This design comes from an exercise in tuning for small area on the open sky130 flow, not from production work.
In this exercise RTL edits were held to simulation tests only and were not proved equivalent to the original.
Power figures rest on the tool's default switching activity, not on a simulated workload.

// tresholding
module tresholding #
(
    parameter ADC_WIDTH = 14
)
(
    input                                   clk,
    input                                   rst,
    input  signed [ADC_WIDTH-1:0]           detail_level,
    input  [31:0]                           gpio_cfg,
    input  [31:0]                           gpio_cfg_2,
    input  [27:0]                           multresult,
    output [ADC_WIDTH-1:0]                  threshold_detail_level,
    output [ADC_WIDTH-1:0]                  median_out,
    output [ADC_WIDTH-1:0]                  threshold_out_dbg,
    output [5:0]                            universal_threshold_constant_level_1,
    output [5:0]                            universal_threshold_constant_level_2,
    output [31:0]                           window_len,
    output                                  window_len_valid,
    output                                  denoise_lvl_1,
    output                                  denoise_lvl_2,
    output                                  reconsruct_lvl_2
);
Settings: LEC_CHECK=0, CAP_MARGIN=20, CORE_MARGIN=2, CORE_UTILIZATION=65, CTS_BUF_LIST=sky130_fd_sc_hd__clkbuf_4 sky130_fd_sc_hd__clkbuf_8, PLACE_DENSITY=0.8, SLEW_MARGIN=20; clock period 8.0 ns.
run.sh (not shown) runs the stock make flow with config.mk's settings and CLKGATE_MAP_FILE= SYNTH_SCRIPT=/design/flow/synth_recipe.tcl, a recipe that flattens the netlist after the stock synthesis.
Rerun with:
Settings changed: CORE_UTILIZATION 65 to 60, CTS_BUF_LIST sky130_fd_sc_hd__clkbuf_4 sky130_fd_sc_hd__clkbuf_8 to default, PLACE_DENSITY 0.8 to 0.75.
=> The changed run ran to the end with no violations. Clock skew went up by 0.0041 ns. Synthesized cell count does not change. Global-route usage went down by 2.6 points. Routed wire length came out lower by about 2.6%. Non-clock buffer count stays the same. Clock power stays flat. Worst setup slack is better by 0.093 ns.

* * *

## alpha
Another version of the RTL of tresholding (not shown whole).
For scale: roughly 3200 cells after synthesis, ~470 flip-flops, about 28000 um2 of cells after synthesis.
Settings: LEC_CHECK=0, CAP_MARGIN=20, CORE_MARGIN=2, CORE_UTILIZATION=60, CTS_CLUSTER_DIAMETER=100, CTS_CLUSTER_SIZE=30, PLACE_DENSITY=0.75, SLEW_MARGIN=20, BUFFER_PORTS_ARGS=-buffer_cell sky130_fd_sc_hd__buf_1, CTS_ARGS=-sink_clustering_enable -repair_clock_nets -sink_clustering_size 30 -sink_clustering_max_diameter 100 -dont_use_dummy_load; clock period 8.0 ns.
standard.sh (not shown) runs the stock make flow with config.mk's settings and CLKGATE_MAP_FILE= SYNTH_SCRIPT=/design/flow/synth_recipe.tcl, a recipe that flattens the netlist after the stock synthesis.
==> flow/flow/run.sh <==
#!/bin/bash
# Layout flow: the standard ORFS flow (standard.sh, synthesis unchanged),
# with two layout-only changes passed through config.mk:
#  - the port buffers that global placement inserts are the smallest buffer
#    (buf_1) instead of the resizer's default choice;
#  - clock tree synthesis runs without dummy loads.
# Each tool's full output is kept in standard.log (ORFS keeps its per-step
# logs under orfs/logs).
set -euo pipefail
cat >> config.mk <<'EOC'
export BUFFER_PORTS_ARGS = -buffer_cell sky130_fd_sc_hd__buf_1
export CTS_ARGS = -sink_clustering_enable -repair_clock_nets -sink_clustering_size 30 -sink_clustering_max_diameter 100 -dont_use_dummy_load
EOC
bash standard.sh > standard.log 2>&1
diff inputs: alpha => beta
==> flow/run.sh (new file) <==
#!/bin/bash
# synth_recipe.tcl (not shown) runs the flow's synth.tcl, then flattens the netlist and writes it again
# the make line also repeats each setting of config.mk as NAME=value (left out here)
make -C /OpenROAD-flow-scripts/flow DESIGN_CONFIG=/design/flow/config.mk WORK_HOME=/design/flow/orfs CLKGATE_MAP_FILE= SYNTH_SCRIPT=/design/flow/synth_recipe.tcl finish
diff --git a/flow/config.mk b/flow/config.mk
--- a/flow/config.mk
+++ b/flow/config.mk
@@ -14,3 +14 @@
 export SLEW_MARGIN = 20
-export BUFFER_PORTS_ARGS = -buffer_cell sky130_fd_sc_hd__buf_1
-export CTS_ARGS = -sink_clustering_enable -repair_clock_nets -sink_clustering_size 30 -sink_clustering_max_diameter 100 -dont_use_dummy_load
removed: flow/flow/run.sh
removed: flow/standard.sh
[summary]
Global-route wire length before repair up 2.1% in beta wrt alpha
In terms of share of final-layout standard cells stronger than drive strength 1, beta and alpha differ only marginally.
Summary: with alpha as the reference, wire length on met3 in beta moved up by a few percent.
Comparing part of the cycle the worst path needs for beta and alpha, the smaller number came from beta.
Sort beta and alpha by net total in the final layout, descending, and alpha comes first.
The number of resized instances in the post-cts repair step of beta is higher than that of alpha.
Summary: with alpha as the reference, final-layout clock buffer total in beta moved up by more than a quarter.
Power (beta vs. alpha) increases slightly
Die area: alpha vs beta identical
Slowest cell on the critical path = sky130_fd_sc_hd__mux2i_2: beta; slowest cell on the critical path = sky130_fd_sc_hd__fa_1: alpha
beta vs alpha — routed wire length climbed slightly
Looking at combinational share of power, beta sits 1.3 points below alpha.

* * *

## job 4471
tresholding, a different RTL version from the one above (not shown whole).
Size in the first run: about 2500 cells after synthesis.
Settings: LEC_CHECK=0, CAP_MARGIN=0, CORE_MARGIN=2, CORE_UTILIZATION=60, PLACE_DENSITY=0.75, SETUP_SLACK_MARGIN=0.15, SLEW_MARGIN=0, BUFFER_PORTS_ARGS=-buffer_cell sky130_fd_sc_hd__buf_1, CTS_ARGS=-sink_clustering_enable -repair_clock_nets -sink_clustering_size 30 -sink_clustering_max_diameter 100 -dont_use_dummy_load; clock period 8.0 ns.
==> flow/flow/run.sh <==
#!/bin/bash
# Layout flow: the standard ORFS flow (standard.sh) with these changes:
#  - synthesis is ORFS's synthesis through synth_recipe.tcl, except that ABC
#    maps with an area-oriented script (flow/area.abc) instead of ORFS's
#    speed script (flow/abc_wrap.tcl swaps the script), and adders are left
#    to ABC instead of being mapped to the library's adder cells
#    (ADDER_MAP_FILE empty); registers, their names and cell types are
#    untouched;
#  - the port buffers that global placement inserts are the smallest buffer
#    (buf_1);
#  - clock tree synthesis runs without dummy loads.
# Each tool's full output is kept in standard.log (ORFS keeps its per-step
# logs under orfs/logs).
set -euo pipefail
here=$PWD
cat >> config.mk <<'EOC'
export ADDER_MAP_FILE =
export BUFFER_PORTS_ARGS = -buffer_cell sky130_fd_sc_hd__buf_1
export CTS_ARGS = -sink_clustering_enable -repair_clock_nets -sink_clustering_size 30 -sink_clustering_max_diameter 100 -dont_use_dummy_load
EOC
cat flow/abc_wrap.tcl synth_recipe.tcl > area_synth.tcl
export FLOW_ABC_SCRIPT=$here/flow/area.abc
sed "s#SYNTH_SCRIPT=[^ ]*synth_recipe.tcl#SYNTH_SCRIPT=$here/area_synth.tcl#" standard.sh > area_standard.sh
grep -q "SYNTH_SCRIPT=$here/area_synth.tcl" area_standard.sh
bash area_standard.sh > standard.log 2>&1
==> flow/flow/abc_wrap.tcl <==
# Map with an area-oriented ABC script instead of ORFS's speed script.
proc abc {args} {
  set i [lsearch -exact $args -script]
  if { $i >= 0 } { lset args [expr { $i + 1 }] $::env(FLOW_ABC_SCRIPT) }
  yosys abc {*}$args
}
==> flow/flow/area.abc <==
strash
dc2
dc2
dc2
dc2
dc2
dch -f
&get -n
&nf -a -R 1000
&put
[inputs] job 3410 vs job 4471
# job 4471
export LEC_CHECK = 0
export CAP_MARGIN = 0
export CORE_MARGIN = 2
export CORE_UTILIZATION = 60
export PLACE_DENSITY = 0.75
export SETUP_SLACK_MARGIN = 0.15
export SLEW_MARGIN = 0
export BUFFER_PORTS_ARGS = -buffer_cell sky130_fd_sc_hd__buf_1
export CTS_ARGS = -sink_clustering_enable -repair_clock_nets -sink_clustering_size 30 -sink_clustering_max_diameter 100 -dont_use_dummy_load
create_clock -name core_clock -period 8.0 [get_ports {clk}]
# job 3410
export LEC_CHECK = 0
export CAP_MARGIN = 0
export CORE_MARGIN = 2
export CORE_UTILIZATION = 60
export PLACE_DENSITY = 0.65
export SETUP_SLACK_MARGIN = 0.1
export SLEW_MARGIN = 0
export BUFFER_PORTS_ARGS = -buffer_cell sky130_fd_sc_hd__buf_1
export CTS_ARGS = -sink_clustering_enable -repair_clock_nets -sink_clustering_size 30 -sink_clustering_max_diameter 100 -dont_use_dummy_load
create_clock -name core_clock -period 8.0 [get_ports {clk}]
==> comparison <==
Every stage of the flow completed for job 3410, and the final layout passed the timing, DRC and antenna checks. Fraction of met1 tracks used by global routing for job 3410 is higher than for job 4471. Utilization after layout for job 3410 is lower than for job 4471. Side by side, fraction of area in non-clock buffers turned out lower in job 3410 than in job 4471. Of the two values seen for capturing element of the worst setup path, pair_min[9] was produced by job 4471 and pair_min[10] by job 3410. The worst-case setup margin in the final layout in job 3410 was higher than what job 4471 gave. [compare] base=job 4471 new=job 3410: power per standard cell area fell about 4%; share of the clock period used by the worst path fell 0.80 points; overall power fell 540 µW; number of gates given a new drive strength after cts fell 9.
--- input diff job 3410..job 6100 ---
# job 3410
export LEC_CHECK = 0
export CAP_MARGIN = 0
export CORE_MARGIN = 2
export CORE_UTILIZATION = 60
export PLACE_DENSITY = 0.65
export SETUP_SLACK_MARGIN = 0.1
export SLEW_MARGIN = 0
export BUFFER_PORTS_ARGS = -buffer_cell sky130_fd_sc_hd__buf_1
export CTS_ARGS = -sink_clustering_enable -repair_clock_nets -sink_clustering_size 30 -sink_clustering_max_diameter 100 -dont_use_dummy_load
create_clock -name core_clock -period 8.0 [get_ports {clk}]
# job 6100
export LEC_CHECK = 0
export CAP_MARGIN = 0
export CORE_MARGIN = 2
export CORE_UTILIZATION = 60
export PLACE_DENSITY = 0.75
export SETUP_SLACK_MARGIN = 0
export SLEW_MARGIN = 0
export BUFFER_PORTS_ARGS = -buffer_cell sky130_fd_sc_hd__buf_1
export CTS_ARGS = -sink_clustering_enable -repair_clock_nets -sink_clustering_size 20 -sink_clustering_max_diameter 70 -buf_list sky130_fd_sc_hd__clkbuf_8 -root_buf sky130_fd_sc_hd__clkbuf_16 -dont_use_dummy_load
create_clock -name core_clock -period 8.0 [get_ports {clk}]
-- flow/flow/run.sh --
<<< job 3410, line 10
#    (buf_1);
#  - clock tree synthesis runs without dummy loads.
# Each tool's full output is kept in standard.log (ORFS keeps its per-step
>>> job 6100, line 10
#    (buf_1);
#  - clock tree synthesis runs without dummy loads, with clkbuf_8 below a
#    clkbuf_16 root.
# Each tool's full output is kept in standard.log (ORFS keeps its per-step
<<< job 3410, line 18
export BUFFER_PORTS_ARGS = -buffer_cell sky130_fd_sc_hd__buf_1
export CTS_ARGS = -sink_clustering_enable -repair_clock_nets -sink_clustering_size 30 -sink_clustering_max_diameter 100 -dont_use_dummy_load
EOC
>>> job 6100, line 19
export BUFFER_PORTS_ARGS = -buffer_cell sky130_fd_sc_hd__buf_1
export CTS_ARGS = -sink_clustering_enable -repair_clock_nets -sink_clustering_size 20 -sink_clustering_max_diameter 70 -buf_list sky130_fd_sc_hd__clkbuf_8 -root_buf sky130_fd_sc_hd__clkbuf_16 -dont_use_dummy_load
EOC
Of the two candidates, job 3410 has the worse overall power consumption and job 6100 the better one.
met1 wire length, job 3410 and job 6100, higher one = job 3410.
On met1 global-route usage, job 3410 and job 6100 are neck and neck.
--- input diff job 6100..job 7568 ---
# job 6100
export LEC_CHECK = 0
export CAP_MARGIN = 0
export CORE_MARGIN = 2
export CORE_UTILIZATION = 60
export PLACE_DENSITY = 0.75
export SETUP_SLACK_MARGIN = 0
export SLEW_MARGIN = 0
export BUFFER_PORTS_ARGS = -buffer_cell sky130_fd_sc_hd__buf_1
export CTS_ARGS = -sink_clustering_enable -repair_clock_nets -sink_clustering_size 20 -sink_clustering_max_diameter 70 -buf_list sky130_fd_sc_hd__clkbuf_8 -root_buf sky130_fd_sc_hd__clkbuf_16 -dont_use_dummy_load
create_clock -name core_clock -period 8.0 [get_ports {clk}]
# job 7568
export LEC_CHECK = 0
export CAP_MARGIN = 0
export CORE_MARGIN = 2
export CORE_UTILIZATION = 60
export PLACE_DENSITY = 0.75
export SETUP_SLACK_MARGIN = 0.15
export SLEW_MARGIN = 0
export BUFFER_PORTS_ARGS = -buffer_cell sky130_fd_sc_hd__buf_1
export CTS_ARGS = -sink_clustering_enable -repair_clock_nets -sink_clustering_size 30 -sink_clustering_max_diameter 100 -dont_use_dummy_load
create_clock -name core_clock -period 8.0 [get_ports {clk}]
-- flow/flow/run.sh --
<<< job 6100, line 10
#    (buf_1);
#  - clock tree synthesis runs without dummy loads, with clkbuf_8 below a
#    clkbuf_16 root.
# Each tool's full output is kept in standard.log (ORFS keeps its per-step
>>> job 7568, line 10
#    (buf_1);
#  - clock tree synthesis runs without dummy loads.
# Each tool's full output is kept in standard.log (ORFS keeps its per-step
<<< job 6100, line 19
export BUFFER_PORTS_ARGS = -buffer_cell sky130_fd_sc_hd__buf_1
export CTS_ARGS = -sink_clustering_enable -repair_clock_nets -sink_clustering_size 20 -sink_clustering_max_diameter 70 -buf_list sky130_fd_sc_hd__clkbuf_8 -root_buf sky130_fd_sc_hd__clkbuf_16 -dont_use_dummy_load
EOC
>>> job 7568, line 18
export BUFFER_PORTS_ARGS = -buffer_cell sky130_fd_sc_hd__buf_1
export CTS_ARGS = -sink_clustering_enable -repair_clock_nets -sink_clustering_size 30 -sink_clustering_max_diameter 100 -dont_use_dummy_load
EOC
-- flow/flow/area.abc --
<<< job 6100, line 10
&put
>>> job 7568, line 10
&put
topo
stime -c
upsize -c
dnsize -c
--- outcome ---
Job 7568 finished every step from synthesis to the final layout, and the layout passed the timing, DRC and antenna checks.
Average wire length per cell after detail routing ends up higher on job 6100.
Compared with job 6100, job 7568 shows a higher power share of the combinational group.
Placed wire-length estimate after detailed placement: job 7568 better than job 6100
Job 6100 → job 7568: total power now sits higher; internal power component now sits higher; area of all placed cells without fillers now sits higher.
Changes in job 2980 relative to job 7568:
# job 7568
export LEC_CHECK = 0
export CAP_MARGIN = 0
export CORE_MARGIN = 2
export CORE_UTILIZATION = 60
export PLACE_DENSITY = 0.75
export SETUP_SLACK_MARGIN = 0.15
export SLEW_MARGIN = 0
export BUFFER_PORTS_ARGS = -buffer_cell sky130_fd_sc_hd__buf_1
export CTS_ARGS = -sink_clustering_enable -repair_clock_nets -sink_clustering_size 30 -sink_clustering_max_diameter 100 -dont_use_dummy_load
create_clock -name core_clock -period 8.0 [get_ports {clk}]
# job 2980
export LEC_CHECK = 0
export CAP_MARGIN = 0
export CORE_MARGIN = 2
export CORE_UTILIZATION = 60
export PLACE_DENSITY = 0.75
export SETUP_SLACK_MARGIN = 0
export SLEW_MARGIN = 0
export BUFFER_PORTS_ARGS = -buffer_cell sky130_fd_sc_hd__buf_1
export CTS_ARGS = -sink_clustering_enable -repair_clock_nets -sink_clustering_size 16 -sink_clustering_max_diameter 60 -buf_list sky130_fd_sc_hd__clkbuf_8 -root_buf sky130_fd_sc_hd__clkbuf_16 -dont_use_dummy_load
create_clock -name core_clock -period 8.0 [get_ports {clk}]
-- flow/flow/run.sh --
<<< job 7568, line 10
#    (buf_1);
#  - clock tree synthesis runs without dummy loads.
# Each tool's full output is kept in standard.log (ORFS keeps its per-step
>>> job 2980, line 10
#    (buf_1);
#  - clock tree synthesis runs without dummy loads, with clkbuf_8 below a
#    clkbuf_16 root.
# Each tool's full output is kept in standard.log (ORFS keeps its per-step
<<< job 7568, line 18
export BUFFER_PORTS_ARGS = -buffer_cell sky130_fd_sc_hd__buf_1
export CTS_ARGS = -sink_clustering_enable -repair_clock_nets -sink_clustering_size 30 -sink_clustering_max_diameter 100 -dont_use_dummy_load
EOC
>>> job 2980, line 19
export BUFFER_PORTS_ARGS = -buffer_cell sky130_fd_sc_hd__buf_1
export CTS_ARGS = -sink_clustering_enable -repair_clock_nets -sink_clustering_size 16 -sink_clustering_max_diameter 60 -buf_list sky130_fd_sc_hd__clkbuf_8 -root_buf sky130_fd_sc_hd__clkbuf_16 -dont_use_dummy_load
EOC
==> flow/flow/area.abc <==
strash
dc2
dc2
dc2
dc2
dc2
dch -f
&get -n
&nf -a -R 1000
&put
==> notes.md <==
Across job 2980 and job 7568, the outcome is the same: a clean finish for every run.
Any difference in first-pass GRT wire length between job 2980 and job 7568 is small enough to ignore.
[compare] base=job 7568 new=job 2980: design area shrank by 0.83%; area overhead of the layout relative to synthesis decreased 0.49 points; data arrival at the endpoint of the critical path went up.

## separate check: timing with driven ports
The flow's constraints put no driver on any port. The routed layouts listed below were extracted and timed again, unchanged, in two steps.
Step 1 assumes that a clkbuf_16 drives the clock port and a buf_2 every other input.
Step 2 times the ports against the registers' clock, not the clock port: input delays grow and output delays shrink by t, the midpoint of the rising clock arrivals with the driver on.
a / b / c = ideal / step 1 / step 2; a / b = the first two.
run	t (ns)	slack for setup (ns)	worst hold slack (ns)	clock arrival spread, ns
the first run of note 1	0.678	0.164 / 0.164 / 0.164	0.328 / 0.328 / 0.328	0.029 / 0.029
the second run of note 1	0.633	0.257 / 0.257 / 0.257	0.326 / 0.326 / 0.326	0.030 / 0.031
alpha	0.603	0.395 / 0.395 / 0.395	0.338 / 0.338 / 0.338	0.084 / 0.083
beta	0.621	0.437 / 0.437 / 0.437	0.339 / 0.339 / 0.339	0.034 / 0.033
job 4471	0.585	0.193 / 0.193 / 0.193	0.336 / 0.336 / 0.336	0.062 / 0.062
job 3410	0.584	0.257 / 0.257 / 0.257	0.338 / 0.338 / 0.338	0.064 / 0.064
job 6100	0.545	0.219 / 0.219 / 0.219	0.316 / 0.316 / 0.316	0.085 / 0.085
job 7568	0.580	0.164 / 0.164 / 0.164	0.337 / 0.337 / 0.337	0.069 / 0.070
job 2980	0.575	0.113 / 0.113 / 0.113	0.331 / 0.331 / 0.331	0.068 / 0.068
After both steps setup and hold are still met in every run listed.
